This design comes from an exercise in tuning for small area and a short achievable clock period on the open sky130 flow, not from production work. Function was checked by simulation only, so behaviour that the tests miss may differ from the original.

v54:
Design DCT_one_dimensional, start of the top module:
module DCT_one_dimensional
(
    input   wire                    sys_clk         ,
    input   wire                    sys_rst_n       ,
    input   wire                    start           ,
    input   wire            [95:0]  DCT_data_in     ,
    output  wire    signed  [11:0]  DCT_data_o_z0   ,
    output  wire    signed  [11:0]  DCT_data_o_z1   ,
    output  wire    signed  [11:0]  DCT_data_o_z2   ,
    output  wire    signed  [11:0]  DCT_data_o_z3   ,
    output  wire    signed  [11:0]  DCT_data_o_z4   ,
    output  wire    signed  [11:0]  DCT_data_o_z5   ,
    output  wire    signed  [11:0]  DCT_data_o_z6   ,
    output  wire    signed  [11:0]  DCT_data_o_z7   ,
    output  wire                    data_en
);
reg     [9:1]   st      ;
always @(posedge sys_clk or negedge sys_rst_n)
    if (sys_rst_n == 1'b0)
        st <= 9'd0;
    else
        st <= {st[8:1], start};
assign data_en = st[9];
reg             busy    ;
always @(posedge sys_clk or negedge sys_rst_n)
    if (sys_rst_n == 1'b0)
        busy <= 1'b0;
    else if (start == 1'b1)
        busy <= 1'b1;
    else if (st[5] == 1'b1)
        busy <= 1'b0;
wire    b_last  = st[6];
wire    r_last  = st[7];
wire    a_clr   = st[2];
reg     [95:0]  xs      ;
wire    [95:0]  xs_nxt  ;
genvar          gi, gj;
generate
    for (gi = 0; gi < 8; gi = gi + 1) begin : g_smp
        for (gj = 0; gj < 12; gj = gj + 1) begin : g_bit
            if (gj >= 10) begin : g_top
                assign xs_nxt[12*gi+gj] = DCT_data_in[12*gi+gj];
            end else begin : g_shf
                assign xs_nxt[12*gi+gj] = busy ? xs[12*gi+gj+2] : DCT_data_in[12*gi+gj];
            end
        end
    end
endgenerate
always @(posedge sys_clk)
    xs <= xs_nxt;
reg     [3:0]   ce, cd  ;        
wire    [3:0]   ce_n, cd_n, el_n, eh_n, dl_n, dh_n;
generate
    for (gi = 0; gi < 4; gi = gi + 1) begin : g_bfly
        wire a0 = xs[12*gi];
        wire a1 = xs[12*gi+1];
        wire b0 = xs[12*(7-gi)];
        wire b1 = xs[12*(7-gi)+1] ^ b_last;
        wire n0 = ~xs[12*(7-gi)];
        wire n1 = ~xs[12*(7-gi)+1] ^ b_last;
        wire ec0 = ce[gi];
        wire es0 = a0 ^ b0 ^ ec0;
        wire ec1 = (a0 & b0) | (a0 & ec0) | (b0 & ec0);
        wire es1 = a1 ^ b1 ^ ec1;
        wire ec2 = (a1 & b1) | (a1 & ec1) | (b1 & ec1);
        wire dc0 = cd[gi];
  ...
==> flow/config.mk <==
export PLATFORM = sky130hd
export DESIGN_NAME = DCT_one_dimensional
export DESIGN_NICKNAME = DCT_one_dimensional
export VERILOG_FILES = /design/flow/design.v
export SDC_FILE = /design/flow/constraint.sdc
export NUM_CORES = 4
export LEC_CHECK = 0
export ABC_AREA = 1
export CAP_MARGIN = 20
export CORE_MARGIN = 2
export CORE_UTILIZATION = 55
export SETUP_SLACK_MARGIN = 2.7
export SLEW_MARGIN = 20
==> flow/constraint.sdc <==
create_clock -name core_clock -period 5.0 [get_ports {sys_clk}]
set_input_delay 1.0000 -clock core_clock [delete_from_list [all_inputs] [get_ports {sys_clk}]]
set_output_delay 1.0000 -clock core_clock [all_outputs]
set_load 0.01 [all_outputs]
standard.sh (not shown) runs the stock make flow with config.mk's settings and CLKGATE_MAP_FILE= SYNTH_SCRIPT=/design/flow/synth_recipe.tcl, a recipe that flattens the netlist after the stock synthesis.
==> flow/flow/run.sh <==
#!/bin/bash
# The standard layout, with the I/O port buffers made from plain buffers
# (sky130_fd_sc_hd__buf_1) instead of the delay-cell buffers buffer_ports
# picks by default. Every port still gets its buffer.
set -euo pipefail
export BUFFER_PORTS_ARGS="-buffer_cell sky130_fd_sc_hd__buf_1"
bash standard.sh > standard.log 2>&1
Inputs modified between v54 and v20:
--- a/flow/config.mk
+++ b/flow/config.mk
@@ -9,5 +9,8 @@
 export CAP_MARGIN = 20
 export CORE_MARGIN = 2
-export CORE_UTILIZATION = 55
-export SETUP_SLACK_MARGIN = 2.7
+export CORE_UTILIZATION = 40
+export CTS_BUF_LIST = sky130_fd_sc_hd__clkbuf_8 sky130_fd_sc_hd__clkbuf_16
+export CTS_CLUSTER_DIAMETER = 100
+export CTS_CLUSTER_SIZE = 25
+export SETUP_SLACK_MARGIN = 2.75
 export SLEW_MARGIN = 20
## What came out
On data required time of the worst path, v54 and v20 are basically level.
The placed cell count in v20 sits 5.8% above the value recorded for v54.
v20 vs v54, final hold slack went up by 9.2 ps.
v20 -> v54: synthesized area delta 0, exact match
Re total length of routed wires: v54 was higher than v20.
[compare] base=v54 new=v20: height of the die now larger.
What v32 does differently from v20 at the input level:
==> flow/config.mk <==
export PLATFORM = sky130hd
export DESIGN_NAME = DCT_one_dimensional
export DESIGN_NICKNAME = DCT_one_dimensional
export VERILOG_FILES = /design/flow/design.v
export SDC_FILE = /design/flow/constraint.sdc
export NUM_CORES = 4
export LEC_CHECK = 0
export CAP_MARGIN = 20
export CORE_MARGIN = 2
export CORE_UTILIZATION = 55
export SETUP_SLACK_MARGIN = 2.6
export SLEW_MARGIN = 20
Notes after the runs:
- v32: PASS, flow complete, no timing, DRC or antenna violations
- Summary: with v20 as the reference, total setup buffers inserted after CTS in v32 moved up by more than 100%.
- Summary of v32 over v20: fraction of area in registers increased by 1.5 points relative to the old numbers; total cell area at the placement stage decreased by 11% relative to the old numbers; number of tap instances decreased by 288 relative to the old numbers; wire length reported by the detailed router decreased by 15% relative to the old numbers.
- v32: initial core utilization 15 points above v20
- In v32, the clock period minus final worst setup slack came out 440 ps above the value in v20.
Input-level comparison between v57 and v32:
==> flow/flow/run.sh <==
#!/bin/bash
# The standard layout, with the I/O port buffers made from plain buffers
# (sky130_fd_sc_hd__buf_2) instead of the delay-cell buffers buffer_ports
# picks by default. Every port still gets its buffer.
set -euo pipefail
export BUFFER_PORTS_ARGS="-buffer_cell sky130_fd_sc_hd__buf_2"
bash standard.sh > standard.log 2>&1
--- a/flow/config.mk
+++ b/flow/config.mk
@@ -6,7 +6,8 @@
 export NUM_CORES = 4
 export LEC_CHECK = 0
+export ABC_AREA = 1
 export CAP_MARGIN = 20
 export CORE_MARGIN = 2
-export CORE_UTILIZATION = 55
+export CORE_UTILIZATION = 40
 export SETUP_SLACK_MARGIN = 2.6
 export SLEW_MARGIN = 20
## What came out
- Delta (v57 minus v32): setup slack grew by 310 ps; detailed placer's ending HPWL rose by 11,000 um; number of logic stages on the critical path including buffering up 1.
- Via count: v57 worse than v32
- Time the final worst path needs with I/O delays and setup down 310 ps in v57 wrt v32
- Final cell count: higher on v57
- For v57, the uppermost signal routing layer after detailed routing was met5, unlike v32, where it was met4.
- Of v57 and v32, it is v57 that has the lower vias per cell.
> inputs changed (v57 -> v51)
==> flow/flow/run.sh <==
#!/bin/bash
# The standard layout, with the I/O port buffers made from plain buffers
# (sky130_fd_sc_hd__buf_1) instead of the delay-cell buffers buffer_ports
# picks by default. Every port still gets its buffer.
set -euo pipefail
export BUFFER_PORTS_ARGS="-buffer_cell sky130_fd_sc_hd__buf_1"
bash standard.sh > standard.log 2>&1
--- a/flow/config.mk
+++ b/flow/config.mk
@@ -10,4 +10,7 @@
 export CORE_MARGIN = 2
 export CORE_UTILIZATION = 40
+export CTS_BUF_LIST = sky130_fd_sc_hd__clkbuf_8 sky130_fd_sc_hd__clkbuf_16
+export CTS_CLUSTER_DIAMETER = 120
+export CTS_CLUSTER_SIZE = 32
 export SETUP_SLACK_MARGIN = 2.6
 export SLEW_MARGIN = 20
--- outcome ---
- Looking at v51 and v57, the global-route met1 utilization is a wash.
- Lower final area was reported by v51, not v57.
- For area taken by flip-flops and latches, v51 and v57 come out practically identical.
- Against v57, clock skew in v51 came out better.
- Diff v57 -> v51 | arrival time of data at the critical path endpoint | decrease of 80 ps
- Global routing usage on met2 ends up lower on v57.
- In the flow results for v51 and v57, the number of iterations in the first detailed-routing pass is larger on v57.
- Compared with v57, v51 shows routed wire length that has gone down slightly.
- Looking only at smallest setup slack after layout, and setting everything else aside, the higher value of v51 and v57 goes to v51.


Another version of the RTL of DCT_one_dimensional (not shown whole).
For scale: ~3000 cells after synthesis, ~380 flip-flops, about 200 I/O pins.
## DCT_one_dimensional
module DCT_one_dimensional
(
    input   wire                    sys_clk         ,
    input   wire                    sys_rst_n       ,
    input   wire                    start           ,
    input   wire            [95:0]  DCT_data_in     ,
    output  wire    signed  [11:0]  DCT_data_o_z0   ,
    output  wire    signed  [11:0]  DCT_data_o_z1   ,
    output  wire    signed  [11:0]  DCT_data_o_z2   ,
    output  wire    signed  [11:0]  DCT_data_o_z3   ,
    output  wire    signed  [11:0]  DCT_data_o_z4   ,
    output  wire    signed  [11:0]  DCT_data_o_z5   ,
    output  wire    signed  [11:0]  DCT_data_o_z6   ,
    output  wire    signed  [11:0]  DCT_data_o_z7   ,
    output  wire                    data_en
);
reg     [9:1]   st      ;
always @(posedge sys_clk or negedge sys_rst_n)
    if (sys_rst_n == 1'b0)
        st <= 9'd0;
    else
        st <= {st[8:1], start};
assign data_en = st[9];
reg             busy    ;
always @(posedge sys_clk or negedge sys_rst_n)
    if (sys_rst_n == 1'b0)
        busy <= 1'b0;
    else if (start == 1'b1)
        busy <= 1'b1;
    else if (st[5] == 1'b1)
        busy <= 1'b0;
wire    b_last  = st[6];
  ...
==> flow/config.mk <==
export PLATFORM = sky130hd
export DESIGN_NAME = DCT_one_dimensional
export DESIGN_NICKNAME = DCT_one_dimensional
export VERILOG_FILES = /design/flow/design.v
export SDC_FILE = /design/flow/constraint.sdc
export NUM_CORES = 4
export LEC_CHECK = 0
export ABC_AREA = 1
export CAP_MARGIN = 20
export CORE_MARGIN = 2
export CORE_UTILIZATION = 45
export CTS_BUF_LIST = sky130_fd_sc_hd__clkbuf_8 sky130_fd_sc_hd__clkbuf_16
export CTS_CLUSTER_DIAMETER = 100
export CTS_CLUSTER_SIZE = 25
export SETUP_SLACK_MARGIN = 2.6
export SLEW_MARGIN = 20
==> flow/constraint.sdc <==
create_clock -name core_clock -period 5.0 [get_ports {sys_clk}]
set_input_delay 1.0000 -clock core_clock [delete_from_list [all_inputs] [get_ports {sys_clk}]]
set_output_delay 1.0000 -clock core_clock [all_outputs]
set_load 0.01 [all_outputs]
==> flow/flow/run.sh <==
#!/bin/bash
# The standard layout, with the I/O port buffers made from plain buffers
# (sky130_fd_sc_hd__buf_1) instead of the delay-cell buffers buffer_ports
# picks by default. Every port still gets its buffer.
set -euo pipefail
export BUFFER_PORTS_ARGS="-buffer_cell sky130_fd_sc_hd__buf_1"
bash standard.sh > standard.log 2>&1
The starting point went through all stages and came out clean.
Next try:
--- a/flow/config.mk
+++ b/flow/config.mk
@@ -11 +11 @@
-export CORE_UTILIZATION = 45
+export CORE_UTILIZATION = 40
@@ -15 +15 @@
-export SETUP_SLACK_MARGIN = 2.6
+export SETUP_SLACK_MARGIN = 2.7
Outcome:
- final area goes up by 2.4%
- via count went down by about 1.2%
- wire length falls by about 4%
- non-clock buffer count is higher by 14
- worst hold slack loses 3.6 ps
Next try:
--- a/flow/config.mk
+++ b/flow/config.mk
@@ -9 +9 @@
-export CAP_MARGIN = 20
+export CAP_MARGIN = 5
@@ -15,2 +15,2 @@
-export SETUP_SLACK_MARGIN = 2.7
-export SLEW_MARGIN = 20
+export SETUP_SLACK_MARGIN = 2.6
+export SLEW_MARGIN = 5
What happened: Routed wire length falls by 0.83%; maximum frequency goes up by 1.4%; utilization shrinks by 0.87 points; clock-buffer cell count stays the same; design area falls by 1.9%; hold slack hardly moves; worst setup slack improves by 32 ps; final cell count fell by 0.60%; clock skew stays flat; non-clock buffer count drops by 23.
Next try:
--- a/flow/config.mk
+++ b/flow/config.mk
@@ -9 +9 @@
-export CAP_MARGIN = 5
+export CAP_MARGIN = 20
@@ -16 +16 @@
-export SLEW_MARGIN = 5
+export SLEW_MARGIN = 20
Sequential cell count does not change.
First-iteration DRC count stays the same.
Synthesized area does not change.
Cell count stays the same.
Non-clock buffer count does not change.
Hold slack stays the same.
Setup slack stays the same.
Critical path depth stays the same.
Count of clock-buffer cells in the layout does not change.
Via count is unchanged.
Next try:
--- a/flow/config.mk
+++ b/flow/config.mk
@@ -11 +11 @@
-export CORE_UTILIZATION = 40
+export CORE_UTILIZATION = 50
@@ -15 +15 @@
-export SETUP_SLACK_MARGIN = 2.6
+export SETUP_SLACK_MARGIN = 2.7
Synthesized cell count stays the same.
Die area came out lower by 20%.
Worst hold slack gains 3.2 ps.
Core utilization goes up by 12 points.
Clock skew grows by 11 ps.
Register-to-register slack degrades by 80 ps.
Worst setup slack gets worse by 85 ps.
Flip-flop and latch count is unchanged.
First-iteration DRC count goes down by 6.5%.
Wire length goes up by 3.9%.
Next try:
--- a/flow/config.mk
+++ b/flow/config.mk
@@ -15 +15 @@
-export SETUP_SLACK_MARGIN = 2.7
+export SETUP_SLACK_MARGIN = 2.6
Effect: Worst setup slack loses 25 ps. Sequential share of layout area went up by 0.40 points. First-iteration DRC count went down by about 6.4%. Flip-flop and latch count does not change. Hold slack hardly moves.

-- port drivers added, routing unchanged --
In the flow no input, the clock included, has a driving cell. The finished layouts below were timed again as built, in two steps.
Step 1 sets driving cells, clkbuf_16 on the clock port and buf_2 on the other inputs (assumed; they add their load-dependent delay and slew).
Step 2 times the ports against the registers' clock, not the clock port: input delays grow and output delays shrink by t, the midpoint of the rising clock arrivals with the driver on.
Slacks: ideal ports / drivers / drivers and shift; pairs: ideal ports / drivers.
run | t (ns) | setup WS [ns] | cell pins on the clock port's net
v54 | 0.632 | 2.635 / 2.635 / 2.635 | 1
v20 | 0.627 | 2.718 / 2.718 / 2.718 | 1
v32 | 0.615 | 2.278 / 2.278 / 2.278 | 1
v57 | 0.653 | 2.587 / 2.587 / 2.587 | 1
v51 | 0.600 | 2.660 / 2.660 / 2.660 | 1
the first run of note 2 | 0.613 | 2.601 / 2.601 / 2.601 | 1
the second run of note 2 | 0.611 | 2.644 / 2.644 / 2.644 | 1
the third run of note 2 | 0.613 | 2.677 / 2.677 / 2.677 | 1
the fourth run of note 2 | 0.613 | 2.677 / 2.677 / 2.677 | 1
the fifth run of note 2 | 0.609 | 2.592 / 2.592 / 2.592 | 1
the sixth run of note 2 | 0.609 | 2.567 / 2.567 / 2.567 | 1
After both steps setup and hold are still met in every run listed.
